Context: an optimization exercise on an open-source flow, tuned for small area, a short achievable clock period and few clock cycles. The choices shown serve that exercise and are no tape-out recipe.
The RTL was checked by simulation tests, not by an equivalence proof against the original design.
No driver is modelled on the clock port, so clocking that relies on it looks cheaper here than on a real chip.
Power is estimated from default activity; no workload was simulated.

==> v17: inputs <==
## macci
module macci(input  wire  clk,
             input  wire  clk_en,
             input  wire  reset,
             input  wire  [7:0]  n,
             input  wire  start,
             output reg   done,
             input  wire  [31:0] dataa,
             input  wire  [31:0] datab,
             output wire  [31:0] result);
  wire        go = start & clk_en;
  reg  [31:0] arn;                 
  reg  [15:0] neg, onen, twon;    
  reg         clr0, clr1, rdp;
  reg  [31:0] ps, pc;
  reg  [31:0] acc;
  reg  [7:0] dq;                  
  wire [7:0] dsum;
  wire [31:0] accg = clr1 ? 32'h0 : acc;
  wire [31:0] s2, c2;
  ...
==> flow/config.mk <==
export PLATFORM = sky130hd
export DESIGN_NAME = macci
export DESIGN_NICKNAME = macci
export VERILOG_FILES = /design/flow/design.v
export SDC_FILE = /design/flow/constraint.sdc
export NUM_CORES = 4
export LEC_CHECK = 0
export ABC_AREA = 1
export CAP_MARGIN = 20
export CORE_MARGIN = 2
export CORE_UTILIZATION = 65
export SLEW_MARGIN = 20
==> flow/constraint.sdc <==
create_clock -name core_clock -period 11.0 [get_ports {clk}]
set_input_delay 2.2000 -clock core_clock [delete_from_list [all_inputs] [get_ports {clk}]]
set_output_delay 2.2000 -clock core_clock [all_outputs]
set_load 0.01 [all_outputs]
standard.sh (not shown) runs the stock make flow with config.mk's settings and CLKGATE_MAP_FILE= SYNTH_SCRIPT=/design/flow/synth_recipe.tcl, a recipe that flattens the netlist after the stock synthesis.
==> flow/flow/run.sh <==
#!/bin/bash
# The standard layout (standard.sh: the standard flow's synthesis and ORFS's steps, same
# constraints), with these changes to how it is made:
#  - after the standard synthesis, flow/polarity.py removes the inverters that
#    synthesis leaves around full adders (same function, same flip-flops) and
#    the netlist is read in again;
#  - the timing repair steps aim for MARGIN ns of setup slack beyond the
#    constraints instead of 0, so they size the logic for a shorter period;
#  - the port buffers are sky130_fd_sc_hd__buf_1 (every port still gets one);
#  - CTS adds no dummy loads.
# Logs: log_*.log here, and each ORFS step's own log under orfs/logs/.
set -euo pipefail
cd "$(dirname "$0")/.."
MARGIN=7.2
R=orfs/results/$FLOW_PLATFORM/macci/base
KNOBS=("SETUP_SLACK_MARGIN=$MARGIN"
       "BUFFER_PORTS_ARGS=-buffer_cell sky130_fd_sc_hd__buf_1"
       "CTS_ARGS=-sink_clustering_enable -repair_clock_nets -dont_use_dummy_load")
bash standard.sh synth > log_synth.log 2>&1
python3 flow/polarity.py $R/1_2_yosys.v $R/1_2_yosys.pol.v > log_polarity.log 2>&1
cp $R/1_2_yosys.v $R/1_2_yosys.std.v
mv $R/1_2_yosys.pol.v $R/1_2_yosys.v
rm -f $R/1_synth.odb $R/1_synth.sdc
bash standard.sh "${KNOBS[@]}" finish > log_layout.log 2>&1
Other scripts of this flow, unchanged in this note and not shown: flow/flow/polarity.py
==> v31 (differences from v17) <==
--- a/flow/flow/run.sh
+++ b/flow/flow/run.sh
@@ -4,21 +4,30 @@
 #  - after the standard synthesis, flow/polarity.py removes the inverters that
 #    synthesis leaves around full adders (same function, same flip-flops) and
 #    the netlist is read in again;
 #  - the timing repair steps aim for MARGIN ns of setup slack beyond the
 #    constraints instead of 0, so they size the logic for a shorter period;
 #  - the port buffers are sky130_fd_sc_hd__buf_1 (every port still gets one);
-#  - CTS adds no dummy loads.
+#  - CTS adds no dummy loads;
+#  - after CTS, flow/skew.tcl delays the clock of the internal registers
+#    between the multiplier stage and the accumulator stage (ps, pc, dq) by a
+#    few clock buffers, moving slack from the second stage to the first.  No
+#    register that an input port feeds or that feeds an output port is moved.
 # Logs: log_*.log here, and each ORFS step's own log under orfs/logs/.
 set -euo pipefail
 cd "$(dirname "$0")/.."
-MARGIN=7.2
+MARGIN=7.4
 R=orfs/results/$FLOW_PLATFORM/macci/base
 KNOBS=("SETUP_SLACK_MARGIN=$MARGIN"
        "BUFFER_PORTS_ARGS=-buffer_cell sky130_fd_sc_hd__buf_1"
        "CTS_ARGS=-sink_clustering_enable -repair_clock_nets -dont_use_dummy_load")
 bash standard.sh synth > log_synth.log 2>&1
 python3 flow/polarity.py $R/1_2_yosys.v $R/1_2_yosys.pol.v > log_polarity.log 2>&1
 cp $R/1_2_yosys.v $R/1_2_yosys.std.v
 mv $R/1_2_yosys.pol.v $R/1_2_yosys.v
 rm -f $R/1_synth.odb $R/1_synth.sdc
+bash standard.sh "${KNOBS[@]}" cts > log_cts.log 2>&1
+cp $R/4_cts.odb $R/4_cts.noskew.odb
+SKEW_IN=$R/4_cts.noskew.odb SKEW_OUT=$R/4_cts.odb \
+  SKEW_BUFS="sky130_fd_sc_hd__clkbuf_1 sky130_fd_sc_hd__clkbuf_1 sky130_fd_sc_hd__clkbuf_2 sky130_fd_sc_hd__clkbuf_8" \
+  SKEW_REGS='^(ps|pc|dq)[^a-z]' openroad -exit -no_init flow/skew.tcl > log_skew.log 2>&1
 bash standard.sh "${KNOBS[@]}" finish > log_layout.log 2>&1
==> flow/flow/skew.tcl (new file) <==
# Delays the clock of the registers between stage 1 and stage 2 (ps, pc, dq):
# for each clock-tree leaf net that drives some of them, a short chain of
# clock buffers is put between that net and those registers' clock pins.
# This is skew between internal register stages only: every path it helps or
# hurts starts and ends at a register of the design.
# env: SKEW_IN, SKEW_OUT (odb), SKEW_BUFS (buffer masters, first to last),
#      SKEW_REGS (regexp of register instance names)
read_db $::env(SKEW_IN)
set db [ord::get_db]
set block [ord::get_db_block]
set bufs $::env(SKEW_BUFS)
set re $::env(SKEW_REGS)
array set groups {}
foreach inst [$block getInsts] {
  if {![regexp $re [$inst getName]]} { continue }
  set ck [$inst findITerm CLK]
  if {$ck == "NULL"} { continue }
  set net [$ck getNet]
  lappend groups([$net getName]) $ck
}
set k 0
foreach netname [lsort [array names groups]] {
  set sinks $groups($netname)
  set sx 0; set sy 0
  foreach ck $sinks {
    set b [[$ck getInst] getBBox]
    set sx [expr {$sx + ([$b xMin] + [$b xMax]) / 2}]
    set sy [expr {$sy + ([$b yMin] + [$b yMax]) / 2}]
  }
  set cx [expr {$sx / [llength $sinks]}]
  set cy [expr {$sy / [llength $sinks]}]
  set drv [$block findNet $netname]
  set i 0
  foreach m $bufs {
    set master [$db findMaster $m]
    set inst [odb::dbInst_create $block $master "skewbuf_${k}_$i"]
    $inst setLocation $cx $cy
    $inst setPlacementStatus PLACED
    set out [odb::dbNet_create $block "skewnet_${k}_$i"]
    $out setSigType CLOCK
    [$inst findITerm A] connect $drv
    [$inst findITerm X] connect $out
    set drv $out
    incr i
  }
  foreach ck $sinks {
    $ck disconnect
    $ck connect $drv
  }
  puts "skew: [llength $sinks] registers on $netname behind $i buffers"
  incr k
}
detailed_placement
check_placement -verbose
write_db $::env(SKEW_OUT)
--- a/flow/config.mk
+++ b/flow/config.mk
@@ -5,8 +5,8 @@
 export SDC_FILE = /design/flow/constraint.sdc
 export NUM_CORES = 4
 export LEC_CHECK = 0
 export ABC_AREA = 1
 export CAP_MARGIN = 20
 export CORE_MARGIN = 2
-export CORE_UTILIZATION = 65
+export CORE_UTILIZATION = 70
 export SLEW_MARGIN = 20
==> v23 (differences from v17) <==
--- a/flow/design.v
+++ b/flow/design.v
@@ -18,61 +18,50 @@
   wire [31:0] accg = clr1 ? 32'h0 : acc;
   wire [31:0] s2, c2;
   wire pp0_0, pp0_1, pp0_2, pp0_3, pp0_4, pp0_5, pp0_6, pp0_7, pp0_8, pp0_9, pp0_10, pp0_11, pp0_12, pp0_13, pp0_14, pp0_15, pp0_16, pp0_17, pp0_18, pp0_19, pp0_20, pp0_21, pp0_22, pp0_23, pp0_24, pp0_25, pp0_26, pp0_27, pp0_28, pp0_29, pp0_30, pp0_31, pp1_0, pp1_1, pp1_2, pp1_3, pp1_4, pp1_5, pp1_6, pp1_7, pp1_8, pp1_9, pp1_10, pp1_11, pp1_12, pp1_13, pp1_14, pp1_15, pp1_16, pp1_17, pp1_18, pp1_19, pp1_20, pp1_21, pp1_22, pp1_23, pp1_24, pp1_25, pp1_26, pp1_27, pp1_28, pp1_29, pp2_0, pp2_1, pp2_2, pp2_3, pp2_4, pp2_5, pp2_6, pp2_7, pp2_8, pp2_9, pp2_10, pp2_11, pp2_12, pp2_13, pp2_14, pp2_15, pp2_16, pp2_17, pp2_18, pp2_19, pp2_20, pp2_21, pp2_22, pp2_23, pp2_24, pp2_25, pp2_26, pp2_27, pp3_0, pp3_1, pp3_2, pp3_3, pp3_4, pp3_5, pp3_6, pp3_7, pp3_8, pp3_9, pp3_10, pp3_11, pp3_12, pp3_13, pp3_14, pp3_15, pp3_16, pp3_17, pp3_18, pp3_19, pp3_20, pp3_21, pp3_22, pp3_23, pp3_24, pp3_25, pp4_0, pp4_1, pp4_2, pp4_3, pp4_4, pp4_5, pp4_6, pp4_7, pp4_8, pp4_9, pp4_10, pp4_11, pp4_12, pp4_13, pp4_14, pp4_15, pp4_16, pp4_17, pp4_18, pp4_19, pp4_20, pp4_21, pp4_22, pp4_23, pp5_0, pp5_1, pp5_2, pp5_3, pp5_4, pp5_5, pp5_6, pp5_7, pp5_8, pp5_9, pp5_10, pp5_11, pp5_12, pp5_13, pp5_14, pp5_15, pp5_16, pp5_17, pp5_18, pp5_19, pp5_20, pp5_21, pp6_0, pp6_1, pp6_2, pp6_3, pp6_4, pp6_5, pp6_6, pp6_7, pp6_8, pp6_9, pp6_10, pp6_11, pp6_12, pp6_13, pp6_14, pp6_15, pp6_16, pp6_17, pp6_18, pp6_19, pp7_0, pp7_1, pp7_2, pp7_3, pp7_4, pp7_5, pp7_6, pp7_7, pp7_8, pp7_9, pp7_10, pp7_11, pp7_12, pp7_13, pp7_14, pp7_15, pp7_16, pp7_17, pp8_0, pp8_1, pp8_2, pp8_3, pp8_4, pp8_5, pp8_6, pp8_7, pp8_8, pp8_9, pp8_10, pp8_11, pp8_12, pp8_13, pp8_14, pp8_15, pp9_0, pp9_1, pp9_2, pp9_3, pp9_4, pp9_5, pp9_6, pp9_7, pp9_8, pp9_9, pp9_10, pp9_11, pp9_12, pp9_13, pp10_0, pp10_1, pp10_2, pp10_3, pp10_4, pp10_5, pp10_6, pp10_7, pp10_8, pp10_9, pp10_10, pp10_11, pp11_0, pp11_1, pp11_2, pp11_3, pp11_4, pp11_5, pp11_6, pp11_7, pp11_8, pp11_9, pp12_0, pp12_1, pp12_2, pp12_3, pp12_4, pp12_5, pp12_6, pp12_7, pp13_0, pp13_1, pp13_2, pp13_3, pp13_4, pp13_5, pp14_0, pp14_1, pp14_2, pp14_3, pp15_0, pp15_1, t0s, t0c, t1s, t1c, t2s, t2c, t3s, t3c, t4s, t4c, t5s, t5c, t6s, t6c, t7s, t7c, t8s, t8c, t9s, t9c, t10s, t10c, t11s, t11c, t12s, t12c, t13s, t13c, t14s, t14c, t15s, t15c, t16s, t16c, t17s, t17c, t18s, t18c, t19s, t19c, t20s, t20c, t21s, t21c, t22s, t22c, t23s, t23c, t24s, t24c, t25s, t25c, t26s, t26c, t27s, t27c, t28s, t28c, t29s, t29c, t30s, t30c, t31s, t31c, t32s, t32c, t33s, t33c, t34s, t34c, t35s, t35c, t36s, t36c, t37s, t37c, t38s, t38c, t39s, t39c, t40s, t40c, t41s, t41c, t42s, t42c, t43s, t43c, t44s, t44c, t45s, t45c, t46s, t46c, t47s, t47c, t48s, t49s, t50s, t51s, t52s, t52c, t53s, t53c, t54s, t54c, t55s, t55c, t56s, t56c, t57s, t57c, t58s, t58c, t59s, t59c, t60s, t60c, t61s, t61c, t62s, t62c, t63s, t63c, t64s, t64c, t65s, t65c, t66s, t66c, t67s, t67c, t68s, t68c, t69s, t69c, t70s, t70c, t71s, t71c, t72s, t72c, t73s, t73c, t74s, t74c, t75s, t75c, t76s, t76c, t77s, t77c, t78s, t78c, t79s, t79c, t80s, t80c, t81s, t81c, t82s, t82c, t83s, t83c, t84s, t84c, t85s, t85c, t86s, t86c, t87s, t87c, t88s, t88c, t89s, t89c, t90s, t90c, t91s, t91c, t92s, t92c, t93s, t93c, t94s, t94c, t95s, t95c, t96s, t96c, t97s, t97c, t98s, t98c, t99s, t99c, t100s, t100c, t101s, t101c, t102s, t102c, t103s, t103c, t104s, t104c, t105s, t105c, t106s, t106c, t107s, t107c, t108s, t108c, t109s, t110s, t111s, t112s, t112c, t113s, t113c, t114s, t114c, t115s, t115c, t116s, t116c, t117s, t117c, t118s, t118c, t119s, t119c, t120s, t120c, t121s, t121c, t122s, t122c, t123s, t123c, t124s, t124c, t125s, t125c, t126s, t126c, t127s, t127c, t128s, t128c, t129s, t129c, t130s, t130c, t131s, t131c, t132s, t132c, t133s, t133c, t134s, t134c, t135s, t135c, t136s, t136c, t137s, t137c, t138s, t138c, t139s, t139c, t140s, t140c, t141s, t141c, t142s, t142c, t143s, t143c, t144s, t144c, t145s, t145c, t146s, t146c, t147s, t147c, t148s, t148c, t149s, t149c, t150s, t150c, t151s, t151c, t152s, t152c, t153s, t153c, t154s, t154c, t155s, t155c, t156s, t156c, t157s, t157c, t158s, t158c, t159s, t159c, t160s, t161s, t162s, t162c, t163s, t163c, t164s, t164c, t165s, t165c, t166s, t166c, t167s, t167c, t168s, t168c, t169s, t169c, t170s, t170c, t171s, t171c, t172s, t172c, t173s, t173c, t174s, t174c, t175s, t175c, t176s, t176c, t177s, t177c, t178s, t178c, t179s, t179c, t180s, t180c, t181s, t181c, t182s, t182c, t183s, t183c, t184s, t184c, t185s, t185c, t186s, t186c, t187s, t187c, t188s, t188c, t189s, t190s, t190c, t191s, t191c, t192s, t192c, t193s, t193c, t194s, t194c, t195s, t195c, t196s, t196c, t197s, t197c, t198s, t198c, t199s, t199c, t200s, t200c, t201s, t201c, t202s, t202c, t203s, t203c, t204s, t204c, t205s, t205c, t206s, t206c, t207s, t207c, t208s, t208c, t209s, t209c, t210s, t210c, t211s, t211c, t212s, t212c, t213s, t213c, t214s, t214c, t215s, t215c, t216s, t216c, t217s, t217c, t218s, t218c, t219s, t220s, t220c, t221s, t222s, t222c, t223s, t223c, t224s, t224c, t225s, t226s, t226c, t227s, t227c, t228s, t228c, t229s, t229c, t230s, t230c, t231s, t231c, t232s, t232c, t233s, t234s, t234c, t235s, t235c, t236s, t236c, t237s, t237c, t238s, t238c, t239s, t239c, t240s, t240c, t241s, t241c, t242s, t242c, t243s, t243c, t244s, t244c, t245s, t245c, t246s, t246c, t247s, t247c, t248s, t248c, t249s, t249c, t250s, t250c, t251s, t251c, t252s, t252c, t253s, t253c, t254s, t254c, t255s, t255c, t256s, t256c, t257s, t257c, t258s, t258c, t259s, t259c, t260s, t260c, t261s, t261c, t262s, t262c, t263s, t263c, t264s, t264c, t265s;
   wire [31:0] s_nx, c_nx;
   always @(posedge clk)
   begin
-    neg[0] <= datab[1];
     onen[0] <= ~(datab[0] ^ 1'b0);
     twon[0] <= ~((datab[1] & ~datab[0] & ~1'b0) | (~datab[1] & datab[0] & 1'b0));
-    neg[1] <= datab[3];
     onen[1] <= ~(datab[2] ^ datab[1]);
     twon[1] <= ~((datab[3] & ~datab[2] & ~datab[1]) | (~datab[3] & datab[2] & datab[1]));
-    neg[2] <= datab[5];
     onen[2] <= ~(datab[4] ^ datab[3]);
     twon[2] <= ~((datab[5] & ~datab[4] & ~datab[3]) | (~datab[5] & datab[4] & datab[3]));
-    neg[3] <= datab[7];
     onen[3] <= ~(datab[6] ^ datab[5]);
     twon[3] <= ~((datab[7] & ~datab[6] & ~datab[5]) | (~datab[7] & datab[6] & datab[5]));
-    neg[4] <= datab[9];
     onen[4] <= ~(datab[8] ^ datab[7]);
     twon[4] <= ~((datab[9] & ~datab[8] & ~datab[7]) | (~datab[9] & datab[8] & datab[7]));
-    neg[5] <= datab[11];
     onen[5] <= ~(datab[10] ^ datab[9]);
     twon[5] <= ~((datab[11] & ~datab[10] & ~datab[9]) | (~datab[11] & datab[10] & datab[9]));
-    neg[6] <= datab[13];
     onen[6] <= ~(datab[12] ^ datab[11]);
     twon[6] <= ~((datab[13] & ~datab[12] & ~datab[11]) | (~datab[13] & datab[12] & datab[11]));
-    neg[7] <= datab[15];
     onen[7] <= ~(datab[14] ^ datab[13]);
     twon[7] <= ~((datab[15] & ~datab[14] & ~datab[13]) | (~datab[15] & datab[14] & datab[13]));
-    neg[8] <= datab[17];
     onen[8] <= ~(datab[16] ^ datab[15]);
     twon[8] <= ~((datab[17] & ~datab[16] & ~datab[15]) | (~datab[17] & datab[16] & datab[15]));
-    neg[9] <= datab[19];
     onen[9] <= ~(datab[18] ^ datab[17]);
     twon[9] <= ~((datab[19] & ~datab[18] & ~datab[17]) | (~datab[19] & datab[18] & datab[17]));
-    neg[10] <= datab[21];
     onen[10] <= ~(datab[20] ^ datab[19]);
     twon[10] <= ~((datab[21] & ~datab[20] & ~datab[19]) | (~datab[21] & datab[20] & datab[19]));
-    neg[11] <= datab[23];
     onen[11] <= ~(datab[22] ^ datab[21]);
     twon[11] <= ~((datab[23] & ~datab[22] & ~datab[21]) | (~datab[23] & datab[22] & datab[21]));
-    neg[12] <= datab[25];
     onen[12] <= ~(datab[24] ^ datab[23]);
     twon[12] <= ~((datab[25] & ~datab[24] & ~datab[23]) | (~datab[25] & datab[24] & datab[23]));
-    neg[13] <= datab[27];
     onen[13] <= ~(datab[26] ^ datab[25]);
     twon[13] <= ~((datab[27] & ~datab[26] & ~datab[25]) | (~datab[27] & datab[26] & datab[25]));
-    neg[14] <= datab[29];
     onen[14] <= ~(datab[28] ^ datab[27]);
     twon[14] <= ~((datab[29] & ~datab[28] & ~datab[27]) | (~datab[29] & datab[28] & datab[27]));
-    neg[15] <= datab[31];
     onen[15] <= ~(datab[30] ^ datab[29]);
     twon[15] <= ~((datab[31] & ~datab[30] & ~datab[29]) | (~datab[31] & datab[30] & datab[29]));
   end
+  always @(posedge clk or posedge reset)
+    if (reset)
+      neg <= 16'h0;
+    else
+      neg <= {datab[31], datab[29], datab[27], datab[25], datab[23], datab[21], datab[19], datab[17], datab[15], datab[13], datab[11], datab[9], datab[7], datab[5], datab[3], datab[1]};
   assign pp0_0 = ~((onen[0] | arn[0]) & (twon[0] | 1'b1)) ^ neg[0];
   assign pp0_1 = ~((onen[0] | arn[1]) & (twon[0] | arn[0])) ^ neg[0];
   assign pp0_2 = ~((onen[0] | arn[2]) & (twon[0] | arn[1])) ^ neg[0];
   assign pp0_3 = ~((onen[0] | arn[3]) & (twon[0] | arn[2])) ^ neg[0];
   assign pp0_4 = ~((onen[0] | arn[4]) & (twon[0] | arn[3])) ^ neg[0];
   assign pp0_5 = ~((onen[0] | arn[5]) & (twon[0] | arn[4])) ^ neg[0];
@@ -861,26 +850,26 @@
   assign t265s = accg[31] ^ t232c ^ t233s;
   assign s_nx = {t218c, t217c, t216c, t215c, t214c, t213c, t212c, t211c, t210c, t209c, t208c, t207c, t206c, t205c, t204c, t203c, t202c, t201c, t200c, t199c, t198c, t197c, t196c, t195c, t194c, t193c, t192c, t191c, t190c, t190s, pp0_1, neg[0]};
   assign c_nx = {t219s, t218s, t217s, t216s, t215s, t214s, t213s, t212s, t211s, t210s, t209s, t208s, t207s, t206s, t205s, t204s, t203s, t202s, t201s, t200s, t199s, t198s, t197s, t196s, t195s, t194s, t193s, t192s, t191s, pp1_0, 1'b0, pp0_0};
   assign dsum = {t224c, t223c, t222c, t222s, pp13_1, neg[13], 1'b0, neg[12]} + {t225s, t224s, t223s, pp13_2, 1'b0, pp13_0, 1'b0, 1'b0};
   assign s2 = {t264c, t263c, t262c, t261c, t260c, t259c, t258c, t257c, t256c, t255c, t254c, t253c, t252c, t251c, t250c, t249c, t248c, t247c, t246c, t245c, t244c, t243c, t242c, t241c, t240c, t239c, t238c, t237c, t236c, t235c, t234c, t234s};
   assign c2 = {t265s, t264s, t263s, t262s, t261s, t260s, t259s, t258s, t257s, t256s, t255s, t254s, t253s, t252s, t251s, t250s, t249s, t248s, t247s, t246s, t245s, t244s, t243s, t242s, t241s, t240s, t239s, t238s, t237s, t236s, t235s, accg[0]};
-  always @(posedge clk)
-    arn <= (go & n[0]) ? ~dataa : 32'hffffffff;
   always @(posedge clk or posedge reset)
   begin
     if (reset) begin
+      arn  <= 32'hffffffff;
       clr0 <= 1'b0;
       clr1 <= 1'b0;
       rdp  <= 1'b0;
       done <= 1'b0;
       ps   <= 32'h0;
       pc   <= 32'h0;
       dq   <= 8'h0;
       acc  <= 32'h0;
     end else begin
+      arn <= (go & n[0]) ? ~dataa : 32'hffffffff;
       clr0 <= go & n[1];
       clr1 <= clr0;
       rdp  <= go & n[1] & ~n[0];
       done <= (go & ~(n[1] & ~n[0])) | rdp;
       ps   <= s_nx;
       pc   <= c_nx;
--- a/flow/flow/run.sh
+++ b/flow/flow/run.sh
@@ -4,21 +4,30 @@
 #  - after the standard synthesis, flow/polarity.py removes the inverters that
 #    synthesis leaves around full adders (same function, same flip-flops) and
 #    the netlist is read in again;
 #  - the timing repair steps aim for MARGIN ns of setup slack beyond the
 #    constraints instead of 0, so they size the logic for a shorter period;
 #  - the port buffers are sky130_fd_sc_hd__buf_1 (every port still gets one);
-#  - CTS adds no dummy loads.
+#  - CTS adds no dummy loads;
+#  - after CTS, flow/skew.tcl delays the clock of the internal registers
+#    between the multiplier stage and the accumulator stage (ps, pc, dq) by a
+#    few clock buffers, moving slack from the second stage to the first.  No
+#    register that an input port feeds or that feeds an output port is moved.
 # Logs: log_*.log here, and each ORFS step's own log under orfs/logs/.
 set -euo pipefail
 cd "$(dirname "$0")/.."
-MARGIN=7.2
+MARGIN=7.4
 R=orfs/results/$FLOW_PLATFORM/macci/base
 KNOBS=("SETUP_SLACK_MARGIN=$MARGIN"
        "BUFFER_PORTS_ARGS=-buffer_cell sky130_fd_sc_hd__buf_1"
        "CTS_ARGS=-sink_clustering_enable -repair_clock_nets -dont_use_dummy_load")
 bash standard.sh synth > log_synth.log 2>&1
 python3 flow/polarity.py $R/1_2_yosys.v $R/1_2_yosys.pol.v > log_polarity.log 2>&1
 cp $R/1_2_yosys.v $R/1_2_yosys.std.v
 mv $R/1_2_yosys.pol.v $R/1_2_yosys.v
 rm -f $R/1_synth.odb $R/1_synth.sdc
+bash standard.sh "${KNOBS[@]}" cts > log_cts.log 2>&1
+cp $R/4_cts.odb $R/4_cts.noskew.odb
+SKEW_IN=$R/4_cts.noskew.odb SKEW_OUT=$R/4_cts.odb \
+  SKEW_BUFS="sky130_fd_sc_hd__clkbuf_1 sky130_fd_sc_hd__clkbuf_1 sky130_fd_sc_hd__clkbuf_2 sky130_fd_sc_hd__clkbuf_8" \
+  SKEW_REGS='^(ps|pc|dq)[^a-z]' openroad -exit -no_init flow/skew.tcl > log_skew.log 2>&1
 bash standard.sh "${KNOBS[@]}" finish > log_layout.log 2>&1
==> flow/flow/skew.tcl (new file) <==
# Delays the clock of the registers between stage 1 and stage 2 (ps, pc, dq):
# for each clock-tree leaf net that drives some of them, a short chain of
# clock buffers is put between that net and those registers' clock pins.
# This is skew between internal register stages only: every path it helps or
# hurts starts and ends at a register of the design.
# env: SKEW_IN, SKEW_OUT (odb), SKEW_BUFS (buffer masters, first to last),
#      SKEW_REGS (regexp of register instance names)
read_db $::env(SKEW_IN)
set db [ord::get_db]
set block [ord::get_db_block]
set bufs $::env(SKEW_BUFS)
set re $::env(SKEW_REGS)
array set groups {}
foreach inst [$block getInsts] {
  if {![regexp $re [$inst getName]]} { continue }
  set ck [$inst findITerm CLK]
  if {$ck == "NULL"} { continue }
  set net [$ck getNet]
  lappend groups([$net getName]) $ck
}
set k 0
foreach netname [lsort [array names groups]] {
  set sinks $groups($netname)
  set sx 0; set sy 0
  foreach ck $sinks {
    set b [[$ck getInst] getBBox]
    set sx [expr {$sx + ([$b xMin] + [$b xMax]) / 2}]
    set sy [expr {$sy + ([$b yMin] + [$b yMax]) / 2}]
  }
  set cx [expr {$sx / [llength $sinks]}]
  set cy [expr {$sy / [llength $sinks]}]
  set drv [$block findNet $netname]
  set i 0
  foreach m $bufs {
    set master [$db findMaster $m]
    set inst [odb::dbInst_create $block $master "skewbuf_${k}_$i"]
    $inst setLocation $cx $cy
    $inst setPlacementStatus PLACED
    set out [odb::dbNet_create $block "skewnet_${k}_$i"]
    $out setSigType CLOCK
    [$inst findITerm A] connect $drv
    [$inst findITerm X] connect $out
    set drv $out
    incr i
  }
  foreach ck $sinks {
    $ck disconnect
    $ck connect $drv
  }
  puts "skew: [llength $sinks] registers on $netname behind $i buffers"
  incr k
}
detailed_placement
check_placement -verbose
write_db $::env(SKEW_OUT)
==> qor summary <==
Outcome: v31 no timing/DRC/antenna violations; v23 no timing/DRC/antenna violations; v17 no timing/DRC/antenna violations
Multi-input gate area: v31 12100 um2; v23 12200 um2; v17 12000 um2
Clock network power consumption: v31 0.737 mW; v23 0.751 mW; v17 0.523 mW
Worst min-delay path endpoint: v31 dq[0]$_DFF_PP0_; v23 dq[0]$_DFF_PP0_; v17 clr1$_DFF_PP0_
Post-route total power: v31 5.94 mW; v23 6.07 mW; v17 5.66 mW
Met1 Track Usage GR: v31 50.6%; v23 47.4%; v17 44.6%
Final Non-Filler Cells: v31 2253; v23 2327; v17 2203
Multi-input combinational cell count: v31 1396; v23 1390; v17 1396
Number of signal-net buffers in the layout: v31 216; v23 273; v17 155
Violation count after the first detailed-route iteration: v31 1864; v23 1731; v17 1394
Instance area after placement: v31 17600 um2; v23 17900 um2; v17 17600 um2
Die Y-Extent: v31 161 um; v23 168 um; v17 166 um
Cell-internal power: v31 2.97 mW; v23 3.02 mW; v17 2.79 mW
Gate power share: v31 68.8%; v23 69.3%; v17 71.3%
Met2 wirelength from detailed routing: v31 24000 um; v23 25000 um; v17 22300 um
GR Util All Layers: v31 42.6%; v23 39.7%; v17 35.2%
Clock-pin transition on the worst setup and hold timing paths: v31 60 ps; v23 70 ps; v17 80 ps
Slew HR: v31 50.6%; v23 43.7%; v17 43.8%
Portion of the layout cell area used by non-clock buffers: v31 8.62%; v23 10.2%; v17 5.36%
Clock latency reported for the late side of the worst-skew pair: v31 1070 ps; v23 870 ps; v17 450 ps
Global-route wire length before repair: v31 82900 um; v23 84600 um; v17 75900 um
Testbench counts of v17, summed over its fixed seeds: cycles 5,395.
Testbench counts of v31, summed over its fixed seeds: cycles 5,395.
Testbench counts of v23, summed over its fixed seeds: cycles 5,395.

## separate check: timing with driven ports
The results above use ideal ports. As a check the final layouts listed here were re-extracted and re-timed, cells and wires unchanged. Step 1 sets driving cells, clkbuf_16 on the clock port and buf_2 on the other inputs (assumed; they add their load-dependent delay and slew). Step 2, shift: input delay + t, output delay - t, t = (earliest + latest rising clock arrival at the registers) / 2. This alone moves slack from input paths to output paths. Slacks: no drivers / after step 1 / after step 2; pairs: no drivers / after step 1.
run | shift t [ns] | slack for setup (ns) | worst setup path at the end | clock arrival spread, ns | worst slew at a driven data input, ns
v17 | 0.480 | 7.258 / 7.258 / 7.258 | register to register | 0.030 / 0.030 | 0.04
v31 | 0.793 | 7.581 / 7.581 / 7.285 | input, reset recovery | 0.664 / 0.663 | 0.04
v23 | 0.688 | 7.544 / 7.544 / 7.274 | input, reset recovery | 0.477 / 0.476 | 0.04
Clock arrivals are far apart in v31 and v23, so t is only a midpoint there and step 2 fits no single register. The setup slack of v31, which loses most, moves by 0.000 ns with the drivers and by -0.296 ns with both steps. The worst setup slack also covers recovery checks on asynchronous resets.
